Source: an optimization exercise on an open RTL-to-GDS flow (aim: small area and a short achievable clock period). Production flows keep margins and buffers that such runs may drop. Where RTL was checked, it was by simulation tests only, not by an equivalence proof against the original. Power figures rest on the tool's default switching activity, not on a simulated workload.

// video_uut
module video_uut (
    input  wire         clk_i       ,
    input  wire         cen_i       ,
    input  wire         rst_i       ,
    input  wire         vid_sel_i   ,
    input  wire [23:0]  vid_rgb_i   ,
    input  wire [1:0]   vh_blank_i  ,
    input  wire [2:0]   dvh_sync_i  ,
    output wire [2:0]   dvh_sync_o  ,
    output wire [23:0]  vid_rgb_o
);
    localparam [1:0] S_IDLE = 2'd0, S_ATTACK = 2'd1, S_HOLD = 2'd2, S_DECAY = 2'd3;
    reg [23:0] vid_rgb_d1;     
    reg        draw_d1;        
    reg        bg_d1;          
    reg [2:0]  dvh_sync_d1;
    reg [11:0] x_cnt, y_cnt;    
    reg        prev_de, prev_vs;
    reg [1:0]  state;
    reg [7:0]  timer;
    reg [3:0]  amp, tamp;
    reg        spd;            
    reg [15:0] lfsr;
    reg [12:0] phase;          
    reg [4:0]  freq_1, freq_2;
    reg [12:0] acc_1, acc_2;   
    reg [12:0] base_1, base_2; 
    reg [3:0]  bsel;           
    function [12:0] add13(input [12:0] a, input [12:0] b);
        integer i; reg c;
        begin
            c = 1'b0;
            for (i = 0; i < 13; i = i + 1) begin
  ...
Settings: LEC_CHECK=0, CAP_MARGIN=20, CORE_MARGIN=2, CORE_UTILIZATION=40, CTS_BUF_LIST=sky130_fd_sc_hd__clkbuf_8, SLEW_MARGIN=20, TNS_END_PERCENT=0; clock period 14.0 ns.
standard.sh (not shown) runs the stock make flow with config.mk's settings and CLKGATE_MAP_FILE= SYNTH_SCRIPT=/design/flow/synth_recipe.tcl, a recipe that flattens the netlist after the stock synthesis.
==> flow/flow/run.sh <==
#!/bin/bash
# Standard ORFS layout, with timing repair aiming at extra setup slack so that
# the achieved period (not only the 14 ns clock) is optimised, and plain buf_2
# cells (instead of delay buffers) as the port buffers.
set -euo pipefail
bash standard.sh finish SETUP_SLACK_MARGIN=9.5 "BUFFER_PORTS_ARGS=-buffer_cell sky130_fd_sc_hd__buf_2" > flow_make.log 2>&1
The starting point passed the timing, DRC and antenna checks.
Edit:
- CORE_UTILIZATION: 40 -> 60
- CTS_BUF_LIST: sky130_fd_sc_hd__clkbuf_8 -> sky130_fd_sc_hd__clkbuf_4 sky130_fd_sc_hd__clkbuf_8
- PLACE_DENSITY: not set -> 0.7
- TNS_END_PERCENT: 0 -> not set
After rerunning:
- register-to-register slack barely changes
- via count came out higher by about 3%
- global-route usage came out higher by 8.8 points
- area after synthesis is unchanged
- critical path depth came out higher by 8
- hold slack hardly moves
- final cell count came out lower by about 7%
Edit:
--- a/flow/flow/run.sh
+++ b/flow/flow/run.sh
@@ -6 +6 @@
-bash standard.sh finish SETUP_SLACK_MARGIN=9.5 "BUFFER_PORTS_ARGS=-buffer_cell sky130_fd_sc_hd__buf_2" > flow_make.log 2>&1
+bash standard.sh finish SETUP_SLACK_MARGIN=9.8 "BUFFER_PORTS_ARGS=-buffer_cell sky130_fd_sc_hd__buf_2" > flow_make.log 2>&1
- CORE_UTILIZATION: 60 -> 40
- PLACE_DENSITY: 0.7 -> not set
- TNS_END_PERCENT: not set -> 0
Result: Core utilization decreases by 23 points. Power decreases by 2.4%. Non-clock buffer count increases by 9. Design area increases by 1.0%. Die area increases by 48%. Via count decreases by 2.2%.

---

The RTL this note starts from:
==> flow/design.v <==
module video_uut (
    input  wire         clk_i       ,
    input  wire         cen_i       ,
    input  wire         rst_i       ,
    input  wire         vid_sel_i   ,
    input  wire [23:0]  vid_rgb_i   ,
    input  wire [1:0]   vh_blank_i  ,
    input  wire [2:0]   dvh_sync_i  ,
    output wire [2:0]   dvh_sync_o  ,
    output wire [23:0]  vid_rgb_o
);
    localparam [1:0] S_IDLE = 2'd0, S_ATTACK = 2'd1, S_HOLD = 2'd2, S_DECAY = 2'd3;
    reg [23:0] vid_rgb_d1;     
    reg        draw_d1;        
    reg        bg_d1;          
    reg [2:0]  dvh_sync_d1;
    reg [11:0] x_cnt, y_cnt;    
    reg        prev_de, prev_vs;
    reg [1:0]  state;
    reg [7:0]  timer;
    reg [3:0]  amp, tamp;
    reg        spd;            
    reg [15:0] lfsr;
    reg [12:0] phase;          
    reg [4:0]  freq_1, freq_2;
    reg [12:0] acc_1, acc_2;   
    reg [12:0] base_1, base_2; 
    reg [3:0]  bsel;           
    function [12:0] add13(input [12:0] a, input [12:0] b);
        integer i; reg c;
        begin
            c = 1'b0;
            for (i = 0; i < 13; i = i + 1) begin
                add13[i] = a[i] ^ b[i] ^ c;
                c = (a[i] & b[i]) | (c & (a[i] ^ b[i]));
            end
        end
    endfunction
    function [12:0] addf(input [12:0] a, input [4:0] f);
        integer i; reg c;
        begin
            c = 1'b0;
            for (i = 0; i < 5; i = i + 1) begin
                addf[i] = a[i] ^ f[i] ^ c;
                c = (a[i] & f[i]) | (c & (a[i] ^ f[i]));
            end
            for (i = 5; i < 13; i = i + 1) begin
                addf[i] = a[i] ^ c;
                c = a[i] & c;
            end
        end
    endfunction
    wire [6:0]  t_1 = acc_1[11:5] ^ {7{acc_1[12]}};
    wire [6:0]  t_2 = acc_2[11:5] ^ {7{acc_2[12]}};
    wire [7:0]  sum = t_1 + t_2;                  
    reg        a1_en, a2_en, a2, a2_neg;
    reg  [1:0] a1;
    wire [10:0] term1 = a1_en ? ({3'b0, sum} << a1) : 11'd0;
    wire        add1 = a2_en & ~a2_neg;
    wire [14:0] kc  = ~{4'b0, 11'd1072 | {8'd0, lfsr[1:0], 1'b0}} + 15'd2 + {14'b0, add1} + {4'b0, amp, 7'b0};
    wire [14:0] op2 = ~{4'b0, term1};
    wire [14:0] op3 = ~a2_en ? 15'd0 : a2_neg ? {7'b0, sum} : a2 ? ~{6'b0, sum, 1'b0} : ~{7'b0, sum};
    wire        fix = sum[7] & sum[0] & amp[0];
    wire [14:0] ypre = {2'b0, y_cnt, 1'b0} + kc;
    wire [14:0] cs_s = ypre ^ op2 ^ op3;
    wire [14:0] cs_c = {(ypre[13:0] & op2[13:0]) | (ypre[13:0] & op3[13:0]) | (op2[13:0] & op3[13:0]), fix};
    wire [4:0]  lo  = {1'b0, cs_s[3:0]} + {1'b0, cs_c[3:0]};
    wire [10:0] hx  = cs_s[14:4] ^ cs_c[14:4];
    wire [10:0] ho  = cs_s[14:4] | cs_c[14:4];
    wire        hi_zero = ((hx[0] == lo[4])) & (hx[10:1] == ho[9:0]);
    wire [2:0]  dv = lo[3:1];
    wire draw = hi_zero & (lo[3:0] <= 4'd11) & ((y_cnt[11:3] != 0) | (y_cnt[2:0] >= dv));
    wire t_zero = (timer == 8'd0);
    wire lt = amp < tamp;
    wire gt = tamp < amp;
    wire st_idle = (state == S_IDLE), st_att = (state == S_ATTACK), st_hold = (state == S_HOLD), st_dec = (state == S_DECAY);
    wire hold_run = st_hold & ~t_zero;
    wire amp_low  = (amp[3:1] == 3'd0);                   
    wire glitch_c = hold_run & (lfsr[1:0] == 2'b11);
    wire tamp_inc = hold_run & (lfsr[2:0] == 3'b000) & (tamp < 4'd10);
    wire tamp_dec = hold_run & (lfsr[2:0] == 3'b111) & (tamp > 4'd3);
    wire [3:0] tamp_pick = (lfsr[3:0] < 4'd4) ? 4'd5 : (lfsr[3:0] > 4'd10) ? 4'd10 : lfsr[3:0];
    wire go_c = st_idle & t_zero;
    wire tamp_we = go_c | tamp_inc | tamp_dec;
    wire [3:0] tamp_nxt = go_c ? tamp_pick : tamp + (tamp_inc ? 4'd1 : 4'd15);
    wire amp_up2 = st_att & lt;
    wire amp_we  = amp_up2 | (hold_run & (lt | gt)) | st_dec;
    wire [3:0] amp_step = amp_up2 ? 4'd2 : (st_hold & lt) ? 4'd1 : 4'd15;
    wire [3:0] amp_nxt = (st_dec & amp_low) ? 4'd0 : amp + amp_step;
    wire timer_ld_h = st_att & ~lt;
    wire timer_ld_i = st_dec & amp_low;
    wire timer_we = timer_ld_h | timer_ld_i | ((st_idle | st_hold) & ~t_zero);
    wire [7:0] timer_nxt = timer_ld_h ? {1'b0, lfsr[4:0], 2'b00} : timer_ld_i ? {lfsr[5:0], 2'b00} : timer - 8'd1;
    reg  [1:0] st_nxt;
    always @* begin
        st_nxt = state;
        if (go_c) st_nxt = S_ATTACK;
        if (timer_ld_h) st_nxt = S_HOLD;
        if (st_hold & t_zero) st_nxt = S_DECAY;
        if (timer_ld_i) st_nxt = S_IDLE;
    end
    wire vs_rise  = dvh_sync_i[1] & ~prev_vs;
    wire upd      = vs_rise & spd;
    wire go       = upd & go_c;
    wire glitch   = upd & glitch_c;
    wire [4:0] f1_new = {1'b0, lfsr[3:0]} + 5'd10;
    wire [4:0] f2_new = {1'b0, lfsr[7:4]} + 5'd14;
    wire        stepping = |bsel;
    wire [12:0] b1_sum = (stepping ? {base_1[11:0], 1'b0} : base_1) + (phase & {13{~stepping | (|(bsel & freq_1[3:0]))}});
    wire [12:0] b2_sum = {base_2[11:0], 1'b0} + (phase & {13{|(bsel & freq_2[3:0])}});
    wire        f31    = &freq_1;                       
    wire [12:0] b1_glt = f31 ? 13'd0 : b1_sum;
    wire [12:0] b1_ld  = go_c ? (lfsr[12:0] & {13{f1_new[4]}}) : glitch_c ? b1_glt : b1_sum;
    wire [12:0] b2_ld  = go_c ? (lfsr[12:0] & {13{f2_new[4]}}) : b2_sum;
    wire [12:0] bb1 = stepping ? b1_sum : base_1;
    wire [12:0] bb2 = stepping ? b2_sum : base_2;
    wire x_last = (x_cnt == 12'h800);
    wire x_fb   = x_cnt[11] ^ x_cnt[10] ^ x_cnt[9] ^ x_cnt[3] ^ (x_cnt[10:0] == 11'd0);
    wire x_rl  = dvh_sync_i[2] ? x_last : prev_de;     
    wire x_rst = dvh_sync_i[1] | x_rl;
    wire        g_r   = ~prev_vs & spd & glitch_c;
    wire [12:0] r1_vs = g_r ? b1_glt : bb1;
    wire x_inc = ~dvh_sync_i[1] & dvh_sync_i[2];
    always @(posedge clk_i) begin
        if (rst_i) begin
            state <= S_IDLE; timer <= 0; amp <= 0; tamp <= 0; spd <= 0;
            a1_en <= 0; a1 <= 0; a2_en <= 0; a2 <= 0; a2_neg <= 0;
            lfsr <= 16'hACE1;
            y_cnt <= 0; prev_de <= 0; prev_vs <= 0;
            vid_rgb_d1 <= 0; draw_d1 <= 0; bg_d1 <= 1; dvh_sync_d1 <= 0;
        end else if (cen_i) begin
            lfsr <= {lfsr[14:0], lfsr[15] ^ lfsr[13] ^ lfsr[12] ^ lfsr[10]};
            prev_vs <= dvh_sync_i[1];
            if (vs_rise) begin
                spd <= ~spd;
                if (spd) begin
                    state <= st_nxt;
                    if (timer_we) timer <= timer_nxt;
                    if (amp_we) begin
                        amp    <= amp_nxt;
                        a1_en  <= (amp_nxt != 4'd0);
                        a1     <= (amp_nxt >= 4'd7) ? 2'd3 : (amp_nxt >= 4'd4) ? 2'd2 : (amp_nxt >= 4'd2) ? 2'd1 : 2'd0;
                        a2_en  <= ~((amp_nxt == 4'd0) | (amp_nxt == 4'd1) | (amp_nxt == 4'd2) | (amp_nxt == 4'd4) | (amp_nxt == 4'd8));
                        a2     <= (amp_nxt == 4'd6) | (amp_nxt >= 4'd10);
                        a2_neg <= (amp_nxt == 4'd7);
                    end
                    if (tamp_we)  tamp  <= tamp_nxt;
                end
            end
            prev_de <= dvh_sync_i[2];
            if (dvh_sync_i[1]) y_cnt <= 0;
            else if (~dvh_sync_i[2] & prev_de) y_cnt <= y_cnt + 1;
            draw_d1    <= draw;
            bg_d1      <= ~draw;
            vid_rgb_d1 <= vid_sel_i ? 24'h0 : vid_rgb_i;
            dvh_sync_d1 <= dvh_sync_i;
        end
    end
    always @(posedge clk_i) begin
        if (cen_i) begin
            if (go | stepping | glitch) base_1 <= b1_ld;
            if (go | stepping) base_2 <= b2_ld;
            if (go) bsel <= 4'b1000;
            else bsel <= {1'b0, bsel[3:1]};
            if (go) begin
                phase  <= lfsr[12:0];
                freq_1 <= f1_new;
                freq_2 <= f2_new;
            end else if (glitch) freq_1 <= freq_1 + 1;
            if (x_rst) begin
                x_cnt <= 0; acc_1 <= dvh_sync_i[1] ? r1_vs : bb1; acc_2 <= bb2;
            end else if (x_inc) begin
                x_cnt <= {x_cnt[10:0], x_fb}; acc_1 <= addf(acc_1, freq_1); acc_2 <= addf(acc_2, freq_2);
            end
        end
    end
    assign dvh_sync_o = dvh_sync_d1;
    assign vid_rgb_o  = {vid_rgb_d1[23:16] & {8{bg_d1}}, vid_rgb_d1[15:8] | {8{draw_d1}},
                         vid_rgb_d1[7:0] & {8{bg_d1}}};
endmodule
clock: 14.0 ns
lec_check: 0
cap_margin: 20
core_margin: 2
core_utilization: 40
cts_buf_list: sky130_fd_sc_hd__clkbuf_4 sky130_fd_sc_hd__clkbuf_8
slew_margin: 20
tns_end_percent: 0
==> flow/flow/run.sh <==
#!/bin/bash
# Standard ORFS layout, with timing repair aiming at extra setup slack so that
# the achieved period (not only the 14 ns clock) is optimised, and plain buf_2
# cells (instead of delay buffers) as the port buffers.
set -euo pipefail
bash standard.sh finish SETUP_SLACK_MARGIN=9.5 "BUFFER_PORTS_ARGS=-buffer_cell sky130_fd_sc_hd__buf_2" > flow_make.log 2>&1
Change:
Settings changed: TNS_END_PERCENT 0 to unset.
Result: The changed run finished with timing, DRC and antenna clean. Clock power rose by 6.6%. Count of clock-buffer cells in the layout rose by 2. Wire length fell by 1.1%. Power rose by 0.75%. Clock skew rose by 16 ps.
No run of this note included a check of the RTL's function; only the layout flow was run.

afterwards: timing with drivers on the ports:
Ports are ideal in the flow. The routed layouts listed here were re-timed in OpenROAD. Step 1 assumes that a clkbuf_16 drives the clock port and a buf_2 every other input. Step 2, shift: input delay + t, output delay - t, t = (earliest + latest rising clock arrival at the registers) / 2. This alone moves slack from input paths to output paths. a / b / c = no drivers / after step 1 / after step 2; a / b = the first two.
| run | t (ns) | slack for setup (ns) | hold slack, ns | worst setup path after step 2 |
|---|---|---|---|---|
| the first run of note 1 | 0.506 | 9.498 / 9.501 / 8.996 | 0.476 / 0.476 / 0.476 | input to register |
| the second run of note 1 | 0.522 | 9.527 / 9.527 / 9.091 | 0.473 / 0.473 / 0.473 | input to register |
| the third run of note 1 | 0.511 | 9.580 / 9.584 / 9.073 | 0.480 / 0.480 / 0.480 | input to register |
| the first run of note 2 | 0.519 | 9.432 / 9.432 / 8.960 | 0.483 / 0.483 / 0.483 | input to register |
| the second run of note 2 | 0.528 | 9.341 / 9.341 / 9.122 | 0.488 / 0.488 / 0.488 | input to register |
After both steps every run listed still meets setup and hold. For the third run of note 1, which loses most, drivers alone change the setup slack by +0.004 ns; drivers and shift together by -0.507 ns.
